Source: an optimization exercise on an open RTL-to-GDS flow (aim: small area and a short achievable clock period). Production flows keep margins and buffers that such runs may drop. Only simulation tests tie the RTL to the original design; equivalence was not proved.

## flow/design.v (module list and top-level ports; edited modules follow where they fit)
// module Chevychev_highpass: 1384 lines
// module iir_fa: 4 lines
// module iir_xor: 3 lines
// module iir_ha: 4 lines
module Chevychev_highpass (
    data_in, data_out, clk, rst
);
  // ...
==> flow/flow/run.sh <==
#!/bin/bash
# The standard layout (standard.sh), with three changes to how it is made:
#  - port buffers are buf_4 instead of the default (a slow delay buffer),
#  - timing repair aims for 7.5 ns of setup slack (the design runs well below
#    the 16 ns clock, so the default repair would never act),
#  - clock tree: clkbuf_8 buffers, sinks clustered by 20 within 60 um, no
#    dummy loads.
# The full make output goes to standard_sh.log; ORFS keeps per-step logs in orfs/logs.
set -euo pipefail
bash standard.sh \
  "BUFFER_PORTS_ARGS=-buffer_cell sky130_fd_sc_hd__buf_4" \
  SETUP_SLACK_MARGIN=7.5 \
  "CTS_ARGS=-sink_clustering_enable -repair_clock_nets -dont_use_dummy_load -sink_clustering_size 20 -sink_clustering_max_diameter 60 -buf_list sky130_fd_sc_hd__clkbuf_8" \
  finish > standard_sh.log 2>&1
==> flow/standard.sh <==
#!/bin/bash
# synth_recipe.tcl (not shown) runs the flow's synth.tcl, then flattens the netlist and writes it again
# the make line also repeats each setting of config.mk as NAME=value (left out here)
make -C /OpenROAD-flow-scripts/flow DESIGN_CONFIG=/design/flow/config.mk WORK_HOME=/design/flow/orfs CLKGATE_MAP_FILE= SYNTH_SCRIPT=/design/flow/synth_recipe.tcl "${@:-finish}"
==> flow/config.mk <==
export PLATFORM = sky130hd
export DESIGN_NAME = Chevychev_highpass
export DESIGN_NICKNAME = Chevychev_highpass
export VERILOG_FILES = /design/flow/design.v
export SDC_FILE = /design/flow/constraint.sdc
export NUM_CORES = 4
export LEC_CHECK = 0
export CAP_MARGIN = 20
export CORE_MARGIN = 2
export CORE_UTILIZATION = 40
export SLEW_MARGIN = 20
export SYNTH_HIERARCHICAL = 1
export SYNTH_MINIMUM_KEEP_SIZE = 0
==> flow/constraint.sdc <==
create_clock -name core_clock -period 16.0 [get_ports {clk}]
set_input_delay 3.2000 -clock core_clock [delete_from_list [all_inputs] [get_ports {clk}]]
set_output_delay 3.2000 -clock core_clock [all_outputs]
set_load 0.01 [all_outputs]
==> impl_metrics.ini, run 1 <==
[worst_hold_path]
holdPathEnd = R5[0]
hp-class = flop to flop

[yosys]
synth_top_family_by_area = adder cells
synth_top_area_cell = fa_1
ys.flop_type = dfxtp_1
synthMuxAreaShare_pct = 0
ys_ff_latch = 177
synthTopCellsByArea = fa_1, dfxtp_1, ha_1
synth_adder_area_share_pct = 59.21

[layout]
utilization_pct = 43.76
dominant_cells = multi-input combinational cells
nFlopsAndLatches = 177
area_growth_pct = 7.733
fin_cells = 1595

[route]
vias_per_cell = 4.736
wl_per_cell_um = 18.53

[critical_path]
timing.rr.end = R8[17]
cp_max_fo = 6
worstSetupEndpoint = data_out[17]
cpPeakStageDelay_ns = 0.28
crit_buf_inv = 3
crit_path_end_kind = output port

[sta]
slew_viol_final = 0
tns_ns = 0
hold_violations = 0

[outcome]
status = complete, no violations

[cts]
htree_levels = 4

[placement]
place_congestion = 0.8279

[floorplanning]
ios = 28

[global_route]
grt.met2_usage_pct = 28.07
==> inputs of run 2 (changes only) <==
--- a/flow/design.v
+++ b/flow/design.v
@@ -1337,56 +1337,58 @@
     iir_xor us_1230 (.a(s_1159), .b(p_1199), .s(s_1230));
     wire s_1231;
     iir_xor us_1231 (.a(s_1161), .b(p_1213), .s(s_1231));
     wire s_1232;
     iir_xor us_1232 (.a(RS[16]), .b(p_1191), .s(s_1232));
     wire s_1233;
     iir_xor us_1233 (.a(RS[17]), .b(p_1215), .s(s_1233));
     assign data_out = {s_1233,s_1232,s_1231,s_1230,s_1229,s_1228,s_1227,s_1226,s_1225,s_1224,s_1223,s_1222,s_1221,s_1220,s_1219,s_1218,s_1217,s_1131};
+    wire rstn;
+    iir_inv u_rstn (.a(rst), .y(rstn));
+    wire [7:0] DXN = {~(data_in[7] & rstn), ~(data_in[6] & rstn), ~(data_in[5] & rstn), ~(data_in[4] & rstn), ~(data_in[3] & rstn), ~(data_in[2] & rstn), ~(data_in[1] & rstn), ~(data_in[0] & rstn)};
+    wire [17:0] DYN = {~(data_out[17] & rstn), ~(data_out[16] & rstn), ~(data_out[15] & rstn), ~(data_out[14] & rstn), ~(data_out[13] & rstn), ~(data_out[12] & rstn), ~(data_out[11] & rstn), ~(data_out[10] & rstn), ~(data_out[9] & rstn), ~(data_out[8] & rstn), ~(data_out[7] & rstn), ~(data_out[6] & rstn), ~(data_out[5] & rstn), ~(data_out[4] & rstn), ~(data_out[3] & rstn), ~(data_out[2] & rstn), ~(data_out[1] & rstn), ~(data_out[0] & rstn)};
+    wire [17:0] DRS = {~(VS[17] | rst), ~(VS[16] | rst), ~(VS[15] | rst), ~(VS[14] | rst), ~(VS[13] | rst), ~(VS[12] | rst), ~(VS[11] | rst), ~(VS[10] | rst), ~(VS[9] | rst), ~(VS[8] | rst), ~(VS[7] | rst), ~(VS[6] | rst), ~(VS[5] | rst), ~(VS[4] | rst), ~(VS[3] | rst), ~(VS[2] | rst), ~(VS[1] | rst), ~(VS[0] | rst)};
+    wire [17:0] DR3 = {~(V3[17] & rstn), ~(V3[16] | rst), ~(V3[15] | rst), ~(V3[14] & rstn), ~(V3[13] & rstn), ~(V3[12] & rstn), ~(V3[11] & rstn), ~(V3[10] & rstn), ~(V3[9] | rst), ~(V3[8] | rst), ~(V3[7] & rstn), ~(V3[6] | rst), ~(V3[5] & rstn), ~(V3[4] | rst), ~(V3[3] | rst), ~(V3[2] & rstn), ~(V3[1] | rst), ~(V3[0] | rst)};
+    wire [0:0] DR3c = {~(V3c[0] | rst)};
+    wire [17:0] DR4 = {~(V4[17] | rst), ~(V4[16] & rstn), ~(V4[15] & rstn), ~(V4[14] | rst), ~(V4[13] | rst), ~(V4[12] | rst), ~(V4[11] | rst), ~(V4[10] & rstn), ~(V4[9] | rst), ~(V4[8] & rstn), ~(V4[7] | rst), ~(V4[6] & rstn), ~(V4[5] & rstn), ~(V4[4] | rst), ~(V4[3] & rstn), ~(V4[2] & rstn), ~(V4[1] | rst), ~(V4[0] & rstn)};
+    wire [0:0] DR4c = {~(V4c[0] | rst)};
+    wire [17:0] DR5 = {~(V5[17] | rst), ~(V5[16] & rstn), ~(V5[15] | rst), ~(V5[14] & rstn), ~(V5[13] & rstn), ~(V5[12] & rstn), ~(V5[11] & rstn), ~(V5[10] & rstn), ~(V5[9] | rst), ~(V5[8] | rst), ~(V5[7] & rstn), ~(V5[6] & rstn), ~(V5[5] | rst), ~(V5[4] & rstn), ~(V5[3] & rstn), ~(V5[2] | rst), ~(V5[1] & rstn), ~(V5[0] | rst)};
+    wire [0:0] DR5c = {~(V5c[0] | rst)};
+    wire [17:0] DR6 = {~(V6[17] & rstn), ~(V6[16] | rst), ~(V6[15] & rstn), ~(V6[14] | rst), ~(V6[13] | rst), ~(V6[12] | rst), ~(V6[11] | rst), ~(V6[10] & rstn), ~(V6[9] | rst), ~(V6[8] & rstn), ~(V6[7] & rstn), ~(V6[6] | rst), ~(V6[5] | rst), ~(V6[4] | rst), ~(V6[3] | rst), ~(V6[2] | rst), ~(V6[1] & rstn), ~(V6[0] | rst)};
+    wire [0:0] DR6c = {~(V6c[0] | rst)};
+    wire [17:0] DR7 = {~(V7[17] | rst), ~(V7[16] | rst), ~(V7[15] | rst), ~(V7[14] & rstn), ~(V7[13] | rst), ~(V7[12] & rstn), ~(V7[11] & rstn), ~(V7[10] & rstn), ~(V7[9] | rst), ~(V7[8] | rst), ~(V7[7] & rstn), ~(V7[6] & rstn), ~(V7[5] | rst), ~(V7[4] | rst), ~(V7[3] & rstn), ~(V7[2] & rstn), ~(V7[1] & rstn), ~(V7[0] | rst)};
+    wire [0:0] DR7c = {~(V7c[0] | rst)};
+    wire [17:0] DR8 = {~(V8[17] & rstn), ~(V8[16] & rstn), ~(V8[15] & rstn), ~(V8[14] | rst), ~(V8[13] | rst), ~(V8[12] & rstn), ~(V8[11] & rstn), ~(V8[10] & rstn), ~(V8[9] | rst), ~(V8[8] & rstn), ~(V8[7] & rstn), ~(V8[6] | rst), ~(V8[5] | rst), ~(V8[4] & rstn), ~(V8[3] | rst), ~(V8[2] & rstn), ~(V8[1] & rstn), ~(V8[0] | rst)};
+    wire [0:0] DR8c = {~(V8c[0] | rst)};
+    wire [17:0] DR9 = {~(V9[17] & rstn), ~(V9[16] & rstn), ~(V9[15] & rstn), ~(V9[14] & rstn), ~(V9[13] | rst), ~(V9[12] & rstn), ~(V9[11] & rstn), ~(V9[10] | rst), ~(V9[9] & rstn), ~(V9[8] & rstn), ~(V9[7] & rstn), ~(V9[6] | rst), ~(V9[5] | rst), ~(V9[4] & rstn), ~(V9[3] & rstn), ~(V9[2] & rstn), ~(V9[1] & rstn), ~(V9[0] | rst)};
+    wire [0:0] DR9c = {~(V9c[0] | rst)};
     always @(posedge clk) begin
-        if (rst) begin
-            XN <= 8'hff;
-            YN <= 18'h3ffff;
-            RS <= 18'd0;
-            R3 <= 18'd162980;
-            R3c <= 1'd0;
-            R4 <= 18'd99693;
-            R4c <= 1'd0;
-            R5 <= 18'd97498;
-            R5c <= 1'd0;
-            R6 <= 18'd165250;
-            R6c <= 1'd0;
-            R7 <= 18'd23758;
-            R7c <= 1'd0;
-            R8 <= 18'd236950;
-            R8c <= 1'd0;
-            R9 <= 18'd252830;
-            R9c <= 1'd0;
-        end else begin
-            XN <= ~data_in;
-            YN <= ~data_out;
-            RS <= ~VS;
-            R3 <= ~V3;
-            R3c <= ~V3c;
-            R4 <= ~V4;
-            R4c <= ~V4c;
-            R5 <= ~V5;
-            R5c <= ~V5c;
-            R6 <= ~V6;
-            R6c <= ~V6c;
-            R7 <= ~V7;
-            R7c <= ~V7c;
-            R8 <= ~V8;
-            R8c <= ~V8c;
-            R9 <= ~V9;
-            R9c <= ~V9c;
-        end
+        XN <= DXN;
+        YN <= DYN;
+        RS <= DRS;
+        R3 <= DR3;
+        R4 <= DR4;
+        R5 <= DR5;
+        R6 <= DR6;
+        R7 <= DR7;
+        R8 <= DR8;
+        R9 <= DR9;
+        R3c <= DR3c;
+        R4c <= DR4c;
+        R5c <= DR5c;
+        R6c <= DR6c;
+        R7c <= DR7c;
+        R8c <= DR8c;
+        R9c <= DR9c;
     end
 endmodule
+module iir_inv (input a, output y);
+    assign y = ~a;
+endmodule
 module iir_fa (input a, input b, input c, output s, output co);
     assign s  = a ^ b ^ c;
     assign co = (a & b) | (a & c) | (b & c);
 endmodule
 module iir_xor (input a, input b, output s);
     assign s = a ^ b;
 endmodule
 module iir_ha (input a, input b, output s, output co);
==> run 2 against run 1 <==
Sequential cell count did not move. Fmax rose by 0.52%. First-iteration DRC count rose by 32%. Critical endpoint unchanged. Final area fell by 2.0%.
==> impl_metrics.ini, run 2 <==
[outcome]
status = complete, no violations

[critical_path]
critPathRequiredTime_ns = 12.80
path_delay_family = adder cells
crit_chain = buf_4 > ha_1 > ha_4 > nand4_1 > nor3_2 > o211ai_1 > a21boi_1 > xor2_1 > buf_4
cpMostUsedCell = buf_4
startpoint_type = primary input
crit_path_end_kind = output port
crit_buf_inv = 2
path_class = primary input to output port
cpPeakStageDelay_ns = 0.37
slowest_stage = nor3_2
cp.arrival_ns = 5.23
cp_max_fo = 6

[yosys]
synth_xor_area_share_pct = 4.309
postSynthCellCount = 1100
synth_most_common_cell = fa_1
synth_top_area_cell = fa_1
synth_edf_count = 0
synth_adder_area_share_pct = 60.15
synth-simple-area-share_pct = 5.369
synthArstFlopShare_pct = 0
ys_types = 32
ys_ff_latch = 177
ys.flop_type = dfxtp_1
synth_compound_area_share_pct = 2.522
netlist_area_um2 = 14640
syn_area_per_cell_um2 = 13.30
ys_seq_area_share_pct = 24.21
synthMuxAreaShare_pct = 0
synth.top_cell.area_share_pct = 50.75
synth_warnings = 7
synth_common_cells = fa_1, dfxtp_1, ha_1
synthTopCellsByArea = fa_1, dfxtp_1, ha_1
synth_top_family_by_area = adder cells

[worst_hold_path]
hp-class = flop to flop

[cts]
cts_buffers = 17
htree_levels = 4
root_buffer = clkbuf_8
clock_sinks = 177
cts_tree = built
cts_hold_buf = 0
clock_latency_ns = 0.47
path_clk_slew_ns = 0.09
clockBufferDepth = 2

[layout]
final_cell_mix = fa_1, dfxtp_1, ha_1
area_growth_pct = 7.301
finish.instance_area_um2 = 15700
n_fill_cell = 3423
multi_input_comb_area_um2 = 10670
fin_nets = 1625
antenna_cells = 0
register_area_um2 = 3545
layout-drive-gt1-share_pct = 6.890
final_common_cell = fa_1

[route]
finalWirelength_mm = 29.70
drtIter0Drc = 281
vias = 7570
wl_per_cell_um = 18.56
antenna_left = 0
drc_errors = 0
dr.pass1.iters = 5
vias_per_cell = 4.731

[global_route]
track_usage_pct = 17.56
grt_max_degree = 84
grt_first_pass_wirelength_mm = 49.95
grt_pass1_vias = 8879
grt-ovfl-total = 0
antenna_found_initial = 0

[sta]
rsz0062_at_grt = yes
fin_ws_ns = 7.569
setup_viol = 0
tns_ns = 0
fin_crit_ns = 8.431
clock_skew_ns = 0.03226
slew_headroom_pct = 29.98
tightest_slew_ns = 1.050
hold_violations = 0
slew_viol_final = 0
clock.fmax_mhz = 118.6
fin_crit_sh_pct = 52.70
fin_hold_ws_ns = 0.4927

[floorplanning]
num_rows = 70
die_height_um = 195.3
coreArea_um2 = 36350
ios = 28
die_area_um2 = 38130
fp.dieW_um = 195.3
start_util_pct = 40.27

[placement]
place_area_um2 = 15350
io_buffers = 27
place_congestion = 0.8221
dp_worst_setup_slack_ns = 7.411
hpwl_mm = 24.64

[job]
maxCapViolCount = 0
run 2: cell count changes after synthesis, moves of 2 or more:
cell,change
clkbuf_1,+2
buf_2,-2
nand2_1,+94
nand2b_1,-94
run 2: layer usage:
| metal | track usage [%] | vias to the layer above | wire (µm) |
|---|---|---|---|
| li1 | - | 3439 | - |
| met1 | 24.60 | 4036 | 13530 |
| met2 | 29.14 | 78 | 14920 |
| met3 | 2.556 | 17 | 831 |
| met4 | 3.930 | 0 | 417 |
| met5 | 0 | - | 0 |
run 2: cell families (layout without fill, tap and decap cells):
| logic type | after synthesis | count (layout) |
|---|---|---|
| AO/OA/AOI/OAI | 52 | 52 |
| XOR/XNOR | 72 | 72 |
| adder cells (fa/ha/maj) | 481 | 481 |
| AND/OR/NAND/NOR | 202 | 202 |
| other | 1 | 6 |
| buffers and inverters | 115 | 142 |
| flip-flops | 177 | 177 |
run 2: path summary, 6_finish.rpt:
kind | from | to | slack, ns | cells after the start
worst min register to register | R7[0] | R6[0] | 0.49 | 2
worst max register to register | YN[0] | R8[17] | 7.82 | 22
worst max-delay path | data_in[0] | data_out[17] | 7.57 | 9
worst min-delay path | R7[0] | R6[0] | 0.49 | 2
run 2: what timing repair did:
action	CTS	global route
resized for setup	4	6
pin swaps	4	4
buffers inserted	7	0
endpoints found under the setup margin	4	8
endpoints found under the hold margin	0	0
run 2: layout make-up:
class / instances / area share [%]
inverter: 78 / 1.872
tap: 468 / 3.729
multi-input combinational: 813 / 67.96
sequential: 177 / 22.57
timing repair buffer: 47 / 2.374
clock buffer: 17 / 1.490
run 2: metrics by stage:
stage               std cells  util, %
floorplan                1105        -
finish                   1600    43.20
global route             1600    43.20
global placement         1575    42.17
CTS                      1600    43.15
detailed placement       1576    42.24
run 2: modules after synthesis, one instance, submodules excluded:
module,cells,area (µm²),flip-flops and latches,copies in the design
iir_inv,1,3.754,0,1
Chevychev_highpass,546,5197,177,1
iir_fa,1,20.02,0,371
iir_ha,1,12.51,0,110
iir_xor,1,8.758,0,72
run 2: worst reg2reg max path, stage by stage, from the launching register on:
cell and delay (ns):
dfxtp_1 0.31, buf_4 0.20, ha_1 0.22, fa_1 0.37, fa_1 0.43, fa_2 0.37, fa_2 0.35, fa_2 0.34
fa_1 0.39, fa_1 0.38, fa_1 0.39, fa_1 0.65, fa_1 0.48, fa_1 0.38, fa_1 0.39, fa_1 0.39
fa_1 0.39, fa_1 0.59, inv_1 0.11, fa_1 0.52, ha_1 0.16, xor2_1 0.16, nand2_1 0.06

static timing again, ports no longer ideal:
The results above use ideal ports. As a check the final layouts listed here were re-extracted and re-timed, cells and wires unchanged.
Step 1: set_driving_cell puts a clkbuf_16 on clk and a buf_2 on each other input, an assumption about the parent block.
Step 2 moves the port delays by t, midway between the first and last clock arrival at a register: inputs arrive t later, outputs are due t later. That takes back most of the time a late clock gives input paths.
Slacks: ideal ports / drivers / drivers and shift; pairs: ideal ports / drivers.
| run | t (ns) | slack for setup (ns) | worst setup path at the end | worst register clock-pin slew, ns |
|---|---|---|---|---|
| run 1 | 0.533 | 7.525 / 7.481 / 7.481 | input to output | 0.10 / 0.10 |
| run 2 | 0.499 | 7.569 / 7.547 / 7.547 | input to output | 0.11 / 0.11 |
After both steps setup and hold are still met in every run listed. For run 1, which loses most, drivers alone change the setup slack by -0.044 ns; drivers and shift together by -0.044 ns.
